This is an optimization exercise on Yosys and OpenROAD, whose aim is small area and a short achievable clock period, not a production implementation.
The RTL was checked by simulation tests, not by an equivalence proof against the original design.

build 28:
## mac_top
module mac_top
(
	input                    clk,
	input                    rst_n,         
	input                    enable,
	input                    valid,
	input                    read,    
	input                    mode,    
	input                    cfg,
	input             [15:0] in_a,
	input             [15:0] in_b,
	output            [15:0] mac_out,
	output                   error
);
Size: about 1900 cells after synthesis, ~47 flip-flops, ~56 I/O pins.
export LEC_CHECK = 0
export ABC_AREA = 1
export CAP_MARGIN = 10
export CORE_MARGIN = 2
export CORE_UTILIZATION = 40
export CTS_BUF_LIST = sky130_fd_sc_hd__clkbuf_4 sky130_fd_sc_hd__clkbuf_8
export PLACE_DENSITY = 0.7
export SLEW_MARGIN = 10
create_clock -name core_clock -period 42.0 [get_ports {clk}]
standard.sh (not shown) runs the stock make flow with config.mk's settings and CLKGATE_MAP_FILE= SYNTH_SCRIPT=/design/flow/synth_recipe.tcl, a recipe that flattens the netlist after the stock synthesis.
==> flow/flow/run.sh <==
#!/bin/bash
# Standard layout with five changes to how it is made (the clock, constraints
# and checks are the design's own):
#  - synthesis maps logic with the delay-bounded area mapping in flow/abc_area.script
#  - synthesis leaves full and half adders to that mapping (no ADDER_MAP_FILE)
#  - synthesis maps adders' carry logic with Yosys's default Brent-Kung tree
#    (any SYNTH_OPERATIONS_ARGS drops ORFS's Kogge-Stone extra map; -nordff
#    only concerns memories, which this design has none of)
#  - ports get the smallest buffer (buf_1); timing repair resizes the ones that matter
#  - timing repair aims for more setup slack than the design's period needs
set -euo pipefail
W=$(pwd)
rm -rf "$W/scripts_local"
cp -r "$FLOW_HOME/scripts" "$W/scripts_local"
cp "$W/flow/abc_area.script" "$W/scripts_local/abc_area.script"
bash standard.sh SCRIPTS_DIR="$W/scripts_local" SYNTH_OPERATIONS_ARGS=-nordff ADDER_MAP_FILE= \
	"BUFFER_PORTS_ARGS=-buffer_cell sky130_fd_sc_hd__buf_1" SETUP_SLACK_MARGIN=24 finish > standard_flow.log 2>&1
==> flow/flow/abc_area.script <==
strash
dch -f
map -D 5000
topo
stime -c
dnsize -c -D 5000
Here is what was changed in the inputs of build 76 compared with build 28.
Settings: PLACE_DENSITY now 0.6, was 0.7.
==> flow/flow/run.sh <==
#!/bin/bash
set -euo pipefail
W=$(pwd)
rm -rf "$W/scripts_local"
cp -r "$FLOW_HOME/scripts" "$W/scripts_local"
cp "$W/flow/abc_area.script" "$W/scripts_local/abc_area.script"
bash standard.sh SCRIPTS_DIR="$W/scripts_local" SYNTH_OPERATIONS_ARGS=-nordff ADDER_MAP_FILE= \
	"BUFFER_PORTS_ARGS=-buffer_cell sky130_fd_sc_hd__buf_1" \
	"CTS_ARGS=-sink_clustering_enable -repair_clock_nets -dont_use_dummy_load -buf_list {sky130_fd_sc_hd__clkbuf_4 sky130_fd_sc_hd__clkbuf_8}" SETUP_SLACK_MARGIN=24.3 finish > standard_flow.log 2>&1
-- flow/flow/abc_area.script --
<<< build 28, line 2
>>> build 76, line 2
balance
rewrite
refactor
balance
rewrite
rewrite -z
balance
refactor -z
rewrite -z
balance
balance
rewrite
refactor
balance
rewrite
rewrite -z
balance
refactor -z
rewrite -z
balance
--- outcome ---
Highest achievable clock rate of build 28 is on par with build 76. Re post-layout instance area: build 28 and build 76 aren't equal, and the higher value belongs to build 28. Against build 28, build 76 reports a layout cell share with drive strength beyond 1 that is higher.
diff inputs: build 76 => build 12
Settings: SLEW_MARGIN: 10 -> 20; CAP_MARGIN: 10 -> 20; CTS_BUF_LIST: sky130_fd_sc_hd__clkbuf_4 sky130_fd_sc_hd__clkbuf_8 -> unset.
==> flow/flow/run.sh <==
#!/bin/bash
# Standard layout with three changes to how it is made (the clock, constraints
# and checks are the design's own):
#  - synthesis maps logic with the area-oriented ABC script in flow/abc_area.script
#  - synthesis maps adders' carry logic with Yosys's default Brent-Kung tree
#    (any SYNTH_OPERATIONS_ARGS drops ORFS's Kogge-Stone extra map; -nordff
#    only concerns memories, which this design has none of)
#  - timing repair aims for more setup slack than the design's period needs
set -euo pipefail
W=$(pwd)
rm -rf "$W/scripts_local"
cp -r "$FLOW_HOME/scripts" "$W/scripts_local"
cp "$W/flow/abc_area.script" "$W/scripts_local/abc_area.script"
bash standard.sh SCRIPTS_DIR="$W/scripts_local" SYNTH_OPERATIONS_ARGS=-nordff \
	SETUP_SLACK_MARGIN=24 finish > standard_flow.log 2>&1
==> flow/flow/abc_area.script <==
strash
dch -f
map -a
topo
stime -c
dnsize -c
### Flow results
Run comparison: build 76 category of the most critical setup path in2out; build 12 category of the most critical setup path reg2out. Run comparison: build 12 most common library cell in the layout ignoring fill and taps clkinv_1; build 76 most common library cell in the layout ignoring fill and taps nand2_1. Build 76 → build 12: post-cts sizing count saw an increase, detailed-routing iteration count for the pre-antenna-repair pass saw a decrease, worst hold slack saw a decrease. Build 12 ends up with higher critical path depth than build 76 does. The highest cell delay on the worst timing path of build 12 is higher than that of build 76.
### build 12 -> build 70
Settings: an added CTS_BUF_LIST of sky130_fd_sc_hd__clkbuf_4 sky130_fd_sc_hd__clkbuf_8; a change of SLEW_MARGIN from 20 to 10; a change of CAP_MARGIN from 20 to 10.
==> flow/flow/run.sh <==
#!/bin/bash
set -euo pipefail
W=$(pwd)
rm -rf "$W/scripts_local"
cp -r "$FLOW_HOME/scripts" "$W/scripts_local"
cp "$W/flow/abc_area.script" "$W/scripts_local/abc_area.script"
bash standard.sh SCRIPTS_DIR="$W/scripts_local" SYNTH_OPERATIONS_ARGS=-nordff ADDER_MAP_FILE= \
	"BUFFER_PORTS_ARGS=-buffer_cell sky130_fd_sc_hd__buf_1" \
	"CTS_ARGS=-sink_clustering_enable -repair_clock_nets -dont_use_dummy_load -buf_list {sky130_fd_sc_hd__clkbuf_4 sky130_fd_sc_hd__clkbuf_8}" SETUP_SLACK_MARGIN=24 finish > standard_flow.log 2>&1
==> flow/flow/abc_area.script <==
strash
balance
rewrite
refactor
balance
rewrite
rewrite -z
balance
refactor -z
rewrite -z
balance
balance
rewrite
refactor
balance
rewrite
rewrite -z
balance
refactor -z
rewrite -z
balance
dch -f
map -D 5000
topo
stime -c
dnsize -c -D 5000
### Flow results
[build 70 vs build 12] routed length on met1: higher in build 70. Diff build 12 -> build 70 | number of search-and-repair iterations in the first detailed-routing pass | increase of 1. Summary of build 70 over build 12: register clock-pin slew on the reported worst setup and hold paths rose 0.02 ns; total wire length after detailed routing up 11%; worst path setup slack after routing increased 1.25 ns. The multi-input gate share of the layout cell area in build 70 was higher than what build 12 gave. Comparing build 70 and build 12, cell count of the worst reg-to-reg path is lower on build 70. On final critical path time including I/O delays and setup: between build 70 and build 12, it ends up higher for build 12.

[static timing again, ports no longer ideal]
No port has a modelled driver above. Below, the same layouts with a new extraction and two added sets of constraints.
Step 1: set_driving_cell puts a clkbuf_16 on clk and a buf_2 on each other input, an assumption about the parent block.
Step 2, shift: input delay + t, output delay - t, t = (earliest + latest rising clock arrival at the registers) / 2. This alone moves slack from input paths to output paths.
Three values: ideal ports, drivers, drivers and shift; two values: the first two.
run	shift t [ns]	setup slack, ns	latest minus earliest clock arrival (ns)	slew at the worst register clock pin (ns)
build 28	0.344	24.282 / 24.260 / 24.260	0.014 / 0.013	0.10 / 0.10
build 76	0.345	24.335 / 24.312 / 24.312	0.023 / 0.023	0.10 / 0.10
build 12	0.335	22.928 / 22.886 / 23.221	0.006 / 0.007	0.07 / 0.07
build 70	0.343	24.179 / 24.155 / 24.155	0.021 / 0.020	0.10 / 0.10
After both steps every run listed still meets setup and hold. For build 70, which loses most, drivers alone change the setup slack by -0.024 ns; drivers and shift together by -0.024 ns.
